From an optimization exercise on the open Yosys and OpenROAD flow, aimed at small area, a short achievable clock period and few clock cycles per item; shortcuts taken in it are not production practice.
Function was checked by simulation only, so behaviour that the tests miss may differ from the original.

==> flow/design.v (outline; a module is shown in full before it is edited, if it fits) <==
// module PixelSolver: 2563 lines
module PixelSolver (
  input               io_cmd_valid,
  output              io_cmd_ready,
  input      [27:0]   io_cmd_payload_x,
  input      [27:0]   io_cmd_payload_y,
  output              io_rsp_valid,
  input               io_rsp_ready,
  output     [5:0]    io_rsp_payload_iteration,
  input               clk,
  input               reset
);
  // ...
==> flow/flow/run.sh <==
#!/bin/bash
# Standard layout, with one extra step between synthesis and floorplan:
# flow/polarity.py removes the inverters that Yosys's adder extraction leaves
# between full adders (full adders are self-dual), choosing each adder's
# signal polarity so that as few inverters as possible remain. Registers and
# every non-inverter cell keep their names and types.
# The clock period is 10 ns, far above what the design needs, so by default
# the timing repair steps have nothing to do; a setup margin makes them work
# towards a shorter achieved period (the constraints themselves are unchanged).
set -euo pipefail
R=orfs/results/${FLOW_PLATFORM}/PixelSolver/base
bash standard.sh synth > synth.log 2>&1
cp "$R/1_2_yosys.v" yosys_standard.v
python3 flow/polarity.py yosys_standard.v polarity.v > polarity.log 2>&1
cp polarity.v "$R/1_2_yosys.v"
rm -f "$R/1_synth.odb"
bash standard.sh SETUP_SLACK_MARGIN=5.5 finish > finish.log 2>&1
==> flow/flow/polarity.py <==
#!/usr/bin/env python3
"""Inverter-polarity clean-up of a Yosys gate netlist (sky130hd).

Full adders are self-dual: FA(~a,~b,~c) = (~sum, ~cout). Yosys's adder
extraction leaves many inverters between full adders. This pass removes every
inverter that drives only cell pins, then chooses for each full adder whether
it works on true or complemented signals (and swaps and2/nand2, or2/nor2,
xor2/xnor2 where that helps) so that as few inverters as possible are needed,
and puts those back. The function of the netlist is unchanged; registers,
ports and every other cell are untouched.

usage: polarity.py in.v out.v
"""
import re
import sys

INV = {"sky130_fd_sc_hd__inv_1", "sky130_fd_sc_hd__inv_2", "sky130_fd_sc_hd__inv_4",
       "sky130_fd_sc_hd__clkinv_1", "sky130_fd_sc_hd__clkinv_2"}
FA = {"sky130_fd_sc_hd__fa_1", "sky130_fd_sc_hd__fa_2", "sky130_fd_sc_hd__fa_4"}
SWAP = {
    "sky130_fd_sc_hd__and2_1": ("sky130_fd_sc_hd__nand2_1", 6.256, 3.754),
    "sky130_fd_sc_hd__nand2_1": ("sky130_fd_sc_hd__and2_1", 3.754, 6.256),
    "sky130_fd_sc_hd__or2_1": ("sky130_fd_sc_hd__nor2_1", 6.256, 3.754),
    "sky130_fd_sc_hd__nor2_1": ("sky130_fd_sc_hd__or2_1", 3.754, 6.256),
    "sky130_fd_sc_hd__xor2_1": ("sky130_fd_sc_hd__xnor2_1", 8.758, 8.758),
    "sky130_fd_sc_hd__xnor2_1": ("sky130_fd_sc_hd__xor2_1", 8.758, 8.758),
}
OUTPINS = {"X", "Y", "Q", "Q_N", "SUM", "COUT", "HI", "LO"}
INV_AREA = 3.754
FANOUT_MAX = 3


def main():
    src = open(sys.argv[1]).read()
    m = re.search(r"^\s*sky130_fd_sc_hd__\w+\s+\S+\s*\(", src, re.M)
    head = src[:m.start()]
    end = src.rindex("endmodule")
    body = src[m.start():end]
    tail = src[end:]
    assert "assign" not in body
    cells = []
    for cm in re.finditer(r"(sky130_fd_sc_hd__\w+)\s+(\\\S+\s|\S+)\s*\((.*?)\);", body, re.S):
        pins = {}
        for pm in re.finditer(r"\.(\w+)\(([^()]*)\)", cm.group(3)):
            pins[pm.group(1)] = pm.group(2).strip()
        cells.append([cm.group(1), cm.group(2).strip(), pins])
    # ports
    outports = set()
    for pm in re.finditer(r"^\s*output\s+(\[(\d+):(\d+)\]\s+)?(\S+);", head, re.M):
        if pm.group(1):
            for i in range(int(pm.group(3)), int(pm.group(2)) + 1):
                outports.add("%s[%d]" % (pm.group(4), i))
        else:
            outports.add(pm.group(4))

    driver = {}
    for ci, (t, n, pins) in enumerate(cells):
        for p, net in pins.items():
            if p in OUTPINS:
                driver[net] = (ci, p)
    removable = set()
    for ci, (t, n, pins) in enumerate(cells):
        if t in INV and pins["Y"] not in outports:
            removable.add(ci)
    # Leave high-fanout nets as synthesis buffered them: only inverters whose
    # whole inverter tree feeds at most FANOUT_MAX cell pins are taken out.
    sinks = {}
    for ci, (t, n, pins) in enumerate(cells):
        for p, net in pins.items():
            if p not in OUTPINS:
                sinks[net] = sinks.get(net, 0) + 1

    def tree_root(net):
        while net in driver and driver[net][0] in removable:
            net = cells[driver[net][0]][2]["A"]
        return net

    tree_pins = {}
    for ci, (t, n, pins) in enumerate(cells):
        if ci in removable:
            continue
        for p, net in pins.items():
            if p not in OUTPINS:
                r = tree_root(net)
                tree_pins[r] = tree_pins.get(r, 0) + 1
    removable = {ci for ci in removable if tree_pins.get(tree_root(cells[ci][2]["A"]), 0) <= FANOUT_MAX}

    def root(net):
        par = 0
        seen = 0
        while net in driver and driver[net][0] in removable:
            net = cells[driver[net][0]][2]["A"]
            par ^= 1
            seen += 1
            assert seen < 100
        return net, par

    # consumers: root -> list of (cell, pin, parity)
    cons = {}
    for ci, (t, n, pins) in enumerate(cells):
        if ci in removable:
            continue
        for p, net in pins.items():
            if p in OUTPINS:
                continue
            r, par = root(net)
            cons.setdefault(r, []).append((ci, p, par))
    # a removed inverter's output that is a register or port name is never used
    # as such here: only cell pins read nets.
    flip = [0] * len(cells)
    flippable = [ci for ci, c in enumerate(cells) if (c[0] in FA or c[0] in SWAP)
                 and not any(c[2][p] in outports for p in c[2] if p in OUTPINS)]

    def phys(r):
        d = driver.get(r)
        return flip[d[0]] if d else 0

    def need(ci, par):
        return par ^ (flip[ci] if cells[ci][0] in FA else 0)

    def net_cost(r):
        ph = phys(r)
        lst = cons.get(r, ())
        for ci, p, par in lst:
            if need(ci, par) != ph:
                # an inverter on a high-fanout net would be slow: avoid
                return INV_AREA if len(lst) <= FANOUT_MAX else 50 * INV_AREA
        return 0.0

    def cell_area(ci):
        t = cells[ci][0]
        if t in SWAP:
            return SWAP[t][2] if flip[ci] else SWAP[t][1]
        return 0.0

    def affected(ci):
        t, n, pins = cells[ci]
        rs = set()
        for p, net in pins.items():
            if p in OUTPINS:
                rs.add(net)
            elif t in FA:
                rs.add(root(net)[0])
        return rs

    aff = {ci: affected(ci) for ci in flippable}
    total0 = sum(net_cost(r) for r in cons)
    improved = True
    rounds = 0
    while improved and rounds < 50:
        improved = False
        rounds += 1
        for ci in flippable:
            rs = aff[ci]
            before = sum(net_cost(r) for r in rs) + cell_area(ci)
            flip[ci] ^= 1
            after = sum(net_cost(r) for r in rs) + cell_area(ci)
            if after < before - 1e-9:
                improved = True
            else:
                flip[ci] ^= 1
    # simulated annealing from the greedy result, keeping the best
    import math
    import random
    rng = random.Random(1)
    cur = sum(net_cost(r) for r in cons) + sum(cell_area(ci) for ci in flippable)
    best, best_flip = cur, list(flip)
    steps = 400 * len(flippable)
    for k in range(steps):
        temp = 4.0 * (1 - k / steps) + 0.05
        ci = flippable[rng.randrange(len(flippable))]
        rs = aff[ci]
        before = sum(net_cost(r) for r in rs) + cell_area(ci)
        flip[ci] ^= 1
        after = sum(net_cost(r) for r in rs) + cell_area(ci)
        d = after - before
        if d <= 0 or rng.random() < math.exp(-d / temp):
            cur += d
            if cur < best - 1e-9:
                best, best_flip = cur, list(flip)
        else:
            flip[ci] ^= 1
    flip[:] = best_flip
    total1 = sum(net_cost(r) for r in cons)

    # rebuild
    newwires = []
    ninv = 0
    invnet = {}
    for r, lst in cons.items():
        ph = phys(r)
        for ci, p, par in lst:
            if need(ci, par) != ph:
                if r not in invnet:
                    ninv += 1
                    invnet[r] = "pol_n%d" % ninv
                    newwires.append(invnet[r])
                cells[ci][2][p] = invnet[r]
            else:
                cells[ci][2][p] = r
    out = []
    for ci, (t, n, pins) in enumerate(cells):
        if ci in removable:
            continue
        if t in SWAP and flip[ci]:
            t2 = SWAP[t][0]
            po = "X" if "X" in pins else "Y"
            pn = "Y" if t2.split("__")[1].startswith(("nand", "nor", "xnor")) else "X"
            pins = {(pn if p == po else p): v for p, v in pins.items()}
            t = t2
        out.append("  %s %s (\n%s\n  );\n" % (t, n if not n.startswith("\\") else n + " ",
                                            ",\n".join("    .%s(%s)" % (p, fmt(v)) for p, v in pins.items())))
    for r, w in invnet.items():
        out.append("  sky130_fd_sc_hd__inv_1 %s_i (\n    .A(%s),\n    .Y(%s)\n  );\n" % (w, fmt(r), w))
    head = head + "".join("  wire %s;\n" % w for w in newwires)
    open(sys.argv[2], "w").write(head + "".join(out) + tail)
    nflip_fa = sum(1 for ci in flippable if flip[ci] and cells[ci][0] in FA)
    nflip_g = sum(1 for ci in flippable if flip[ci] and cells[ci][0] in SWAP)
    sys.stderr.write("polarity: removed %d inverters, added %d; flipped %d adders, %d gates;"
                     " inverter+swap cost %.0f -> %.0f after %d rounds\n"
                     % (len(removable), ninv, nflip_fa, nflip_g, total0, total1, rounds))


def fmt(net):
    if net.startswith("\\") and not net.endswith(" "):
        return net + " "
    return net


if __name__ == "__main__":
    main()
==> flow/standard.sh <==
#!/bin/bash
# synth_recipe.tcl (not shown) runs the flow's synth.tcl, then flattens the netlist and writes it again
# the make line also repeats each setting of config.mk as NAME=value (left out here)
make -C /OpenROAD-flow-scripts/flow DESIGN_CONFIG=/design/flow/config.mk WORK_HOME=/design/flow/orfs CLKGATE_MAP_FILE= SYNTH_SCRIPT=/design/flow/synth_recipe.tcl "${@:-finish}"
==> flow/config.mk <==
export PLATFORM = sky130hd
export DESIGN_NAME = PixelSolver
export DESIGN_NICKNAME = PixelSolver
export VERILOG_FILES = /design/flow/design.v
export SDC_FILE = /design/flow/constraint.sdc
export NUM_CORES = 4
export LEC_CHECK = 0
export CAP_MARGIN = 20
export CORE_MARGIN = 2
export CORE_UTILIZATION = 40
export SLEW_MARGIN = 20
==> flow/constraint.sdc <==
create_clock -name core_clock -period 10.0 [get_ports {clk}]
set_input_delay 2.0000 -clock core_clock [delete_from_list [all_inputs] [get_ports {clk}]]
set_output_delay 2.0000 -clock core_clock [all_outputs]
set_load 0.01 [all_outputs]
==> impl_metrics.csv, run 1 <==
group,metric,value,unit
clock_network,cts_buffers,72,
placement,gp_congestion,0.884,
setup_path,rr_endpoint,"rob_d3[2]",
die,dieHeight,379,microns
drt,vias,39000,
global_route,use_met1,33.5,%
cells_and_area,layout_commonest_cell,"fa_1",
setup_path,slowest_stage,"fa_1",
timing,period_share,44.9,%
placement,place_area,58800,sq um
cells_and_area,nClkBuffers,94,
cells_and_area,finalInstanceArea,62000,sq um
clock_network,cts_hold_buf,0,
drt,drcViolationCount,0,
cells_and_area,register_area,12800,sq um
clock_network,clkSinkCount,616,
setup_path,critPathMaxStageDelay,540,ps
hold_path,hold_depth,0,
hold_path,min_to,"cky1[8]",
cells_and_area,final-clk-cell-share,3.90,%
setup_path,crit_path_frequent_cell,"a21o_1",
clock_network,post-cts-setup-buffers,15,
outcome,outcome,"finished clean",
timing,max-slew-margin-rel,35.0,%
synthesis,synthCells,5297,
cells_and_area,drive_gt1_share,8.51,%
global_route,grt_usage,24.0,%
setup_path,crit_end,"rob_d3[2]",
placement,dp.cells,6965,
setup_path,reg2reg_slack,5510,ps
clock_network,htreeDepth,3,
cells_and_area,buffer_area_share,3.00,%
cells_and_area,syn_to_final_growth,9.93,%
synthesis,synth_nets,6662,
cells_and_area,multiInputGateArea,41000,sq um
Testbench counts, summed over its fixed seeds: cycles 263,406, pixels 8,192.
==> run 2, diff against run 1 <==
--- a/flow/flow/run.sh
+++ b/flow/flow/run.sh
@@ -15,3 +15,3 @@
 cp polarity.v "$R/1_2_yosys.v"
 rm -f "$R/1_synth.odb"
-bash standard.sh SETUP_SLACK_MARGIN=5.5 finish > finish.log 2>&1
+bash standard.sh SETUP_SLACK_MARGIN=6.5 TNS_END_PERCENT=0 finish > finish.log 2>&1
--- a/flow/config.mk
+++ b/flow/config.mk
@@ -9,3 +9,4 @@
 export CORE_MARGIN = 2
 export CORE_UTILIZATION = 40
+export PLACE_DENSITY = 0.8
 export SLEW_MARGIN = 20
==> impl_metrics.csv, run 2 <==
group,metric,value,unit
global_route,grt_overflow,0,
clock_network,clkSinkCount,616,
timing,setup_tns,0,ps
drt,wl_per_cell,22.6,microns
global_route,grt_pass1_vias,44100,
setup_path,crit_family,"adder cells",
cells_and_area,layout_commonest_cell,"fa_1",
synthesis,ys_warn_count,1,
placement,io_buffers,67,
drt,wl_met3,20000,microns
drt,drtIter0Drc,4630,
drt,drcViolationCount,0,
synthesis,syn_area_per_cell,10.6,sq um
setup_path,startpoint,"bn1n[8]",
timing,period_share,45.0,%
hold_path,min_from,"ckx2[2]",
placement,gp_congestion,0.935,
hold_path,hold_depth,0,
die,initial_core_util,40.3,%
drt,wl_met1,58500,microns
clock_network,cts_root_buffer,"clkbuf_16",
cells_and_area,nNetsFinal,6545,
timing,holdWs,317,ps
outcome,outcome,"finished clean",
drt,drt-total-wl,161000,microns
cells_and_area,syn_to_final_growth,9.21,%
timing,maxSlewViolCount,0,
setup_path,path_class,"reg -> reg",
timing,hold_viol,0,
clock_network,cts_tree,"built",
drt,dr.pass1.iters,8,
placement,place_area,58900,sq um
global_route,antenna_found_initial,5,
setup_path,start_kind,"register",
timing,rsz0062_at_grt,"yes",
die,io_pins,68,
synthesis,synth_nets,6662,
global_route,grt_pass1_wl,253000,microns
drt,top_layer,"met5",
synthesis,synthCells,5297,
timing,finalCriticalPeriod,4500,ps
clock_network,htreeDepth,3,
clock_network,clkTransAtPathRegs,70,ps
cells_and_area,final_cell_mix,"fa_1 (1063), nand2_1 (680), dfxtp_1 (560)",
run,drv_cap,0,
clock_network,insertion_delay,670,ps
synthesis,syn_area,56400,sq um
setup_path,crit_path_frequent_cell,"fa_1",
timing,setup_viol,0,
setup_path,arrival,5040,ps
drt,dr_wl_met2,71600,microns
setup_path,worstPathRequired,10550,ps
die,die_area,144000,sq um
hold_path,hp-class,"reg -> reg",
drt,vias,40600,
setup_path,cp_max_fo,17,
timing,clock.fmax,0.222,GHz
global_route,grt_usage,22.8,%
setup_path,reg2reg_from,"bn1n[8]",
setup_path,slowest_stage,"dfxtp_2",
die,rows,137,
setup_path,critPathMaxStageDelay,630,ps
setup_path,crit_cells,10,
cells_and_area,fin_util,44.1,%
timing,skew,32.1,ps
die,die_x,379,microns
die,dieHeight,379,microns
placement,dpl.hpwl,112000,microns
setup_path,end_kind,"register",
cells_and_area,finalInstanceArea,61600,sq um
die,core,140000,sq um
timing,max-slew-margin-rel,37.1,%
cells_and_area,drive_gt1_share,7.78,%
setup_path,crit_chain,"buf_4, xnor2_1, fa_1, fa_1, fa_1, fa_1, fa_1, fa_1, fa_1, and2_1",
setup_path,reg2regPathDepth,10,
global_route,grt_max_degree,97,
clock_network,cts_buffers,66,
clock_network,clockBufferDepth,3,
setup_path,cp.buffers_inverters,1,
drt,antenna_left,0,
drt,vias_per_cell,5.72,
timing,worstMarginPinSlew,937,ps
-- run 2: metal layers --
metal	GRT usage, %	up-vias
li1	-	16700
met5	0	-
met2	35.3	2876
met4	12.8	8
met3	6.51	755
met1	28.5	20300
-- run 2: worst register-to-register path: stages, from the launching register on --
cell and delay (ps):
dfxtp_2 630, buf_4 450, xnor2_1 180, fa_1 410
fa_1 420, fa_1 460, fa_1 390, fa_1 450
fa_1 400, fa_1 430, and2_1 170
-- run 2: final cells by class --
| cell class | instances | area [sq um] |
|---|---|---|
| Sequential cell | 616 | 12700 |
| Tap cell | 1876 | 2350 |
| Clock inverter | 30 | 383 |
| Multi-Input combinational cell | 3905 | 41000 |
| Timing Repair inverter | 1 | 7.51 |
| Timing Repair Buffer | 198 | 1710 |
| Clock buffer | 90 | 1890 |
| Inverter | 392 | 1520 |
| Antenna cell | 1 | 2.50 |
| Fill cell | 12400 | 78200 |
-- run 2: final timing paths --
path	end	slack, ps
hold / removal	ckx1[2]	320
max in group asynchronous	v1	7890
setup reg to reg	cxy2[9]	5500
min in group asynchronous	full	1700
hold reg to reg	ckx1[2]	320
setup / recovery	cxy2[9]	5500
-- run 2: metrics by stage --
step	setup slack [ps]	instances
final	5500	7109
after global routing	5320	7108
after CTS	5590	7107
after detailed placement	4990	6968
after global placement	5050	6968
after floorplan	5820	5297
-- run 2: what timing repair did --
item,in CTS,in global routing
pin swaps,11,2
setup buffers,18,1
hold buffers,0,0
gates resized for setup,55,2
gates cloned,1,0
endpoints found under the setup margin,281,287

-- re-timing with driven ports --
In the flow no input, the clock included, has a driving cell. The finished layouts below were timed again as built, in two steps.
Step 1 (the two cells are an assumption about what drives the block):
set clk [get_ports {clk}]
set_driving_cell -lib_cell sky130_fd_sc_hd__clkbuf_16 $clk
set_driving_cell -lib_cell sky130_fd_sc_hd__buf_2 [delete_from_list [all_inputs] $clk]
Step 2 also shifts input and output timing later by t, the mid clock arrival at the registers, as if the neighbouring blocks saw the same clock.
a / b / c = ideal / step 1 / step 2; a / b = the first two.
run | shift t [ns] | setup slack, ns | pins driven straight from the clock port
run 1 | 0.718 | 5.507 / 5.507 / 5.507 | 1
run 2 | 0.720 | 5.503 / 5.503 / 5.503 | 1
After both steps every run listed still meets setup and hold.
